Background: an optimization exercise with open tools, aiming at small area and a short achievable clock period. Do not read the settings as production practice.
The RTL was checked by simulation tests, not by an equivalence proof against the original design.

## build 26
Design mlt_cplx, start of the top module:
module mlt_cplx(in1, in2, op, clock);
input  [47:0] in1, in2;
input         clock;
output [47:0] op;
wire [6:0]  e_ar, e_ai, e_br, e_bi;
wire [16:0] f_ar, f_ai, f_br, f_bi;
wire [4:0]  t_ar, t_ai, t_br, t_bi;
wire [2:0]  c_ar, c_ai, c_br, c_bi;
fp_unpack u_ar (.x(in1[47:24]), .e(e_ar), .f(f_ar), .tz(t_ar), .c(c_ar));
fp_unpack u_ai (.x(in1[23:0]),  .e(e_ai), .f(f_ai), .tz(t_ai), .c(c_ai));
fp_unpack u_br (.x(in2[47:24]), .e(e_br), .f(f_br), .tz(t_br), .c(c_br));
fp_unpack u_bi (.x(in2[23:0]),  .e(e_bi), .f(f_bi), .tz(t_bi), .c(c_bi));
wire s_ar = in1[47], s_ai = in1[23], s_br = in2[47], s_bi = in2[23];
wire [23:0] rr, ii, ri, ir;
fp_mulr m1 (s_ar, e_ar, f_ar, t_ar, c_ar, s_br, e_br, f_br, t_br, c_br, rr);
fp_mulr m2 (s_ai, e_ai, f_ai, t_ai, c_ai, s_bi, e_bi, f_bi, t_bi, c_bi, ii);
fp_mulr m3 (s_ar, e_ar, f_ar, t_ar, c_ar, s_bi, e_bi, f_bi, t_bi, c_bi, ri);
fp_mulr m4 (s_ai, e_ai, f_ai, t_ai, c_ai, s_br, e_br, f_br, t_br, c_br, ir);
reg [23:0] p_rr, p_ii, p_ri, p_ir;
always @(posedge clock) begin
   p_rr <= rr;
   p_ii <= ii;
   p_ri <= ri;
   p_ir <= ir;
end
fp_add #(1) a_re (.a(p_rr), .b(p_ii), .z(op[47:24]));
fp_add #(0) a_im (.a(p_ri), .b(p_ir), .z(op[23:0]));
endmodule
For scale: ~10000 cells after synthesis, ~96 flip-flops, roughly 150 I/O pins, about 63000 um^2 of cells after synthesis.
Settings: LEC_CHECK=0, CAP_MARGIN=20, CORE_MARGIN=2, CORE_UTILIZATION=40, SLEW_MARGIN=20, SYNTH_HIERARCHICAL=1; clock period 35.0 ns.
standard.sh (not shown) runs the stock make flow with config.mk's settings and CLKGATE_MAP_FILE= SYNTH_SCRIPT=/design/flow/synth_recipe.tcl, a recipe that flattens the netlist after the stock synthesis.
==> flow/flow/run.sh <==
#!/bin/bash
# Layout flow for this design.
#  1. Synthesis: the standard flow's own synthesis script (ORFS synth.tcl, hierarchical
#     as set in config.mk), changed so that only the full adders of the
#     multiplier arrays (module fa_cell) are mapped to adder cells; the rest
#     of the logic is flattened just before ABC, which maps it in one piece
#     with flow/abc.script.  Yosys's early "abc -fast" pass is skipped so
#     that the adders stay as written.  Registers are untouched, so they keep
#     the names and cell types of the standard synthesis.
#  2. Floorplan to finish: the standard steps (standard.sh).
# Each tool's output goes to a log file of its own in this folder.
set -o pipefail
W=$(pwd)
S=$FLOW_HOME/scripts

# synthesis script
sed -e "s|^source \$::env(SCRIPTS_DIR)/synth_preamble.tcl\$|&\nset abc_args [list -script $W/flow/abc.script {*}\$lib_args {*}\$lib_dont_use_args -constr \$::env(OBJECTS_DIR)/abc.constr]|" \
    -e "s|^\(  *\)extract_fa {\*}\[dont_use_extract_fa_args\]\$|\1extract_fa {*}[dont_use_extract_fa_args] fa_cell|" \
    -e "s|^\(  *\)log_cmd abc {\*}\$abc_args\$|\1setattr -mod -unset keep_hierarchy\n\1flatten\n\1hierarchy -top \$::env(DESIGN_NAME)\n\1opt_clean -purge\n&|" \
    $S/synth.tcl > my_synth.tcl
sed -e "s|yosys synth -nofsm -noshare|yosys synth -nofsm -noshare -noabc|" \
    -e "s|^source \$::env(SCRIPTS_DIR)/synth.tcl\$|source $W/my_synth.tcl|" \
    synth_recipe.tcl > my_synth_recipe.tcl
diff $S/synth.tcl my_synth.tcl > my_synth.diff
diff synth_recipe.tcl my_synth_recipe.tcl > my_synth_recipe.diff

# the standard make command, for the synthesis target with the script above
MK=$(grep '^make ' standard.sh | sed -e "s|SYNTH_SCRIPT=[^ ]*|SYNTH_SCRIPT=$W/my_synth_recipe.tcl|" -e 's|"\${@:-finish}"|synth|')
eval "$MK" > synth.log 2>&1 || exit 1

# floorplan to finish: port buffers of plain buffers, and the timing repair
# aiming for extra setup slack (the clock and constraints are unchanged)
export BUFFER_PORTS_ARGS="-buffer_cell sky130_fd_sc_hd__buf_4"
export SETUP_SLACK_MARGIN=$(cat flow/margin.txt)
bash standard.sh > standard.log 2>&1
==> flow/flow/abc.script <==
strash
dch
map -B 0.9
topo
stime -c
buffer -c
upsize -c
dnsize -c
==> flow/flow/margin.txt <==
19
diff inputs: build 26 => build 95
- ABC_AREA newly set to 1
- GPL_TIMING_DRIVEN newly set to 0
==> flow/flow/run.sh <==
#!/bin/bash
# The standard layout, with the port buffers made of plain buffers.
export BUFFER_PORTS_ARGS="-buffer_cell sky130_fd_sc_hd__buf_4"
bash standard.sh > standard.log 2>&1
removed: flow/flow/abc.script
removed: flow/flow/margin.txt
Results
In summary, build 95 completed successfully, with a layout that passed the timing, DRC and antenna checks.
Min buffer share of cell area across build 95 and build 26: build 95
Compared with build 26, build 95 shows a lower final non-filler cell area.
In build 95 the detailed placement HPWL turned out 20000 um higher than in build 26.
Of build 95 and build 26, it is build 95 that has the lower ratio of cells with drive above 1 in the final layout.
Core utilization: build 95 lower than build 26
From build 26 to build 95 the numbers moved as follows: global-route usage moved down; H-tree level count level.
Modified inputs, build 30 compared to build 95
- ABC_AREA no longer set, was 1
- GPL_TIMING_DRIVEN no longer set, was 0
==> flow/flow/run.sh <==
#!/bin/bash
# Layout flow for this design.
#  1. Synthesis: the standard flow's own synthesis script (ORFS synth.tcl, hierarchical
#     as set in config.mk), changed so that only the full adders of the
#     multiplier arrays (module fa_cell) are mapped to adder cells; the rest
#     of the logic is flattened just before ABC, which maps it in one piece
#     with flow/abc.script.  Yosys's early "abc -fast" pass is skipped so
#     that the adders stay as written.  Registers are untouched, so they keep
#     the names and cell types of the standard synthesis.
#  2. Floorplan to finish: the standard steps (standard.sh).
# Each tool's output goes to a log file of its own in this folder.
set -o pipefail
W=$(pwd)
S=$FLOW_HOME/scripts

# synthesis script
sed -e "s|^source \$::env(SCRIPTS_DIR)/synth_preamble.tcl\$|&\nset abc_args [list -script $W/flow/abc.script {*}\$lib_args {*}\$lib_dont_use_args -constr \$::env(OBJECTS_DIR)/abc.constr]|" \
    -e "s|^\(  *\)extract_fa {\*}\[dont_use_extract_fa_args\]\$|\1extract_fa {*}[dont_use_extract_fa_args] fa_cell|" \
    -e "s|^\(  *\)log_cmd abc {\*}\$abc_args\$|\1setattr -mod -unset keep_hierarchy\n\1flatten\n\1hierarchy -top \$::env(DESIGN_NAME)\n\1opt_clean -purge\n&|" \
    $S/synth.tcl > my_synth.tcl
sed -e "s|yosys synth -nofsm -noshare|yosys synth -nofsm -noshare -noabc|" \
    -e "s|^source \$::env(SCRIPTS_DIR)/synth.tcl\$|source $W/my_synth.tcl|" \
    synth_recipe.tcl > my_synth_recipe.tcl
diff $S/synth.tcl my_synth.tcl > my_synth.diff
diff synth_recipe.tcl my_synth_recipe.tcl > my_synth_recipe.diff

# the standard make command, for the synthesis target with the script above
MK=$(grep '^make ' standard.sh | sed -e "s|SYNTH_SCRIPT=[^ ]*|SYNTH_SCRIPT=$W/my_synth_recipe.tcl|" -e 's|"\${@:-finish}"|synth|')
eval "$MK" > synth.log 2>&1 || exit 1

# floorplan to finish: port buffers of plain buffers, and the timing repair
# aiming for extra setup slack (the clock and constraints are unchanged)
export BUFFER_PORTS_ARGS="-buffer_cell sky130_fd_sc_hd__buf_4"
export SETUP_SLACK_MARGIN=$(cat flow/margin.txt)
bash standard.sh > standard.log 2>&1
==> flow/flow/abc.script (new file) <==
strash
dch
map -B 0.9
topo
stime -c
buffer -c
upsize -c
dnsize -c
==> flow/flow/margin.txt (new file) <==
17
--- outcome ---
Build 30: full flow OK, the timing, DRC and antenna checks passed. Delta (build 30 minus build 95): final HPWL from detailed placement went down 9.5%. Changes observed in build 30 relative to build 95: global routing met3 resource utilization saw an increase.
Input-level comparison between build 19 and build 30:
--- a/flow/flow/run.sh
+++ b/flow/flow/run.sh
@@ -4,7 +4,8 @@
 #     as set in config.mk), changed so that only the full adders of the
 #     multiplier arrays (module fa_cell) are mapped to adder cells; the rest
-#     of the logic is flattened just before ABC, which maps it in one piece
-#     with flow/abc.script.  Yosys's early "abc -fast" pass is skipped so
-#     that the adders stay as written.  Registers are untouched, so they keep
+#     of the logic, except the multiplier arrays (module mul18), is
+#     flattened just before ABC, which maps it with flow/abc.script.
+#     Yosys's early "abc -fast" pass is skipped so that the adders stay as
+#     written.  Registers are untouched, so they keep
 #     the names and cell types of the standard synthesis.
 #  2. Floorplan to finish: the standard steps (standard.sh).
@@ -17,5 +18,5 @@
 sed -e "s|^source \$::env(SCRIPTS_DIR)/synth_preamble.tcl\$|&\nset abc_args [list -script $W/flow/abc.script {*}\$lib_args {*}\$lib_dont_use_args -constr \$::env(OBJECTS_DIR)/abc.constr]|" \
     -e "s|^\(  *\)extract_fa {\*}\[dont_use_extract_fa_args\]\$|\1extract_fa {*}[dont_use_extract_fa_args] fa_cell|" \
-    -e "s|^\(  *\)log_cmd abc {\*}\$abc_args\$|\1setattr -mod -unset keep_hierarchy\n\1flatten\n\1hierarchy -top \$::env(DESIGN_NAME)\n\1opt_clean -purge\n&|" \
+    -e "s|^\(  *\)log_cmd abc {\*}\$abc_args\$|\1setattr -mod -unset keep_hierarchy\n\1setattr -mod -set keep_hierarchy 1 mul18\n\1flatten\n\1hierarchy -top \$::env(DESIGN_NAME)\n\1opt_clean -purge\n&|" \
     $S/synth.tcl > my_synth.tcl
 sed -e "s|yosys synth -nofsm -noshare|yosys synth -nofsm -noshare -noabc|" \
### Flow results
Build 30 -> build 19: core area increased by a few percent. Diff build 30 -> build 19: maximum frequency has increased; post-layout minimum cycle time has decreased.

## re-timing with driven ports
The results above use ideal ports. As a check the final layouts listed here were re-extracted and re-timed, cells and wires unchanged.
Step 1: set_driving_cell puts a clkbuf_16 on clock and a buf_2 on each other input, an assumption about the parent block.
Step 2 also shifts input and output timing later by t, the mid clock arrival at the registers, as if the neighbouring blocks saw the same clock.
Three values: ideal, step 1, step 2; two values: the first two.
run | t (ns) | setup slack, ns | worst slew at a driven data input, ns
build 26 | 0.456 | 18.578 / 18.616 / 18.160 | 0.11
build 95 | 0.416 | 16.281 / 16.221 / 16.302 | 0.14
build 30 | 0.459 | 17.606 / 17.638 / 17.180 | 0.13
build 19 | 0.425 | 17.740 / 17.752 / 17.327 | 0.12
After both steps every run listed still meets setup and hold. For build 30, which loses most, drivers alone change the setup slack by +0.032 ns; drivers and shift together by -0.426 ns.
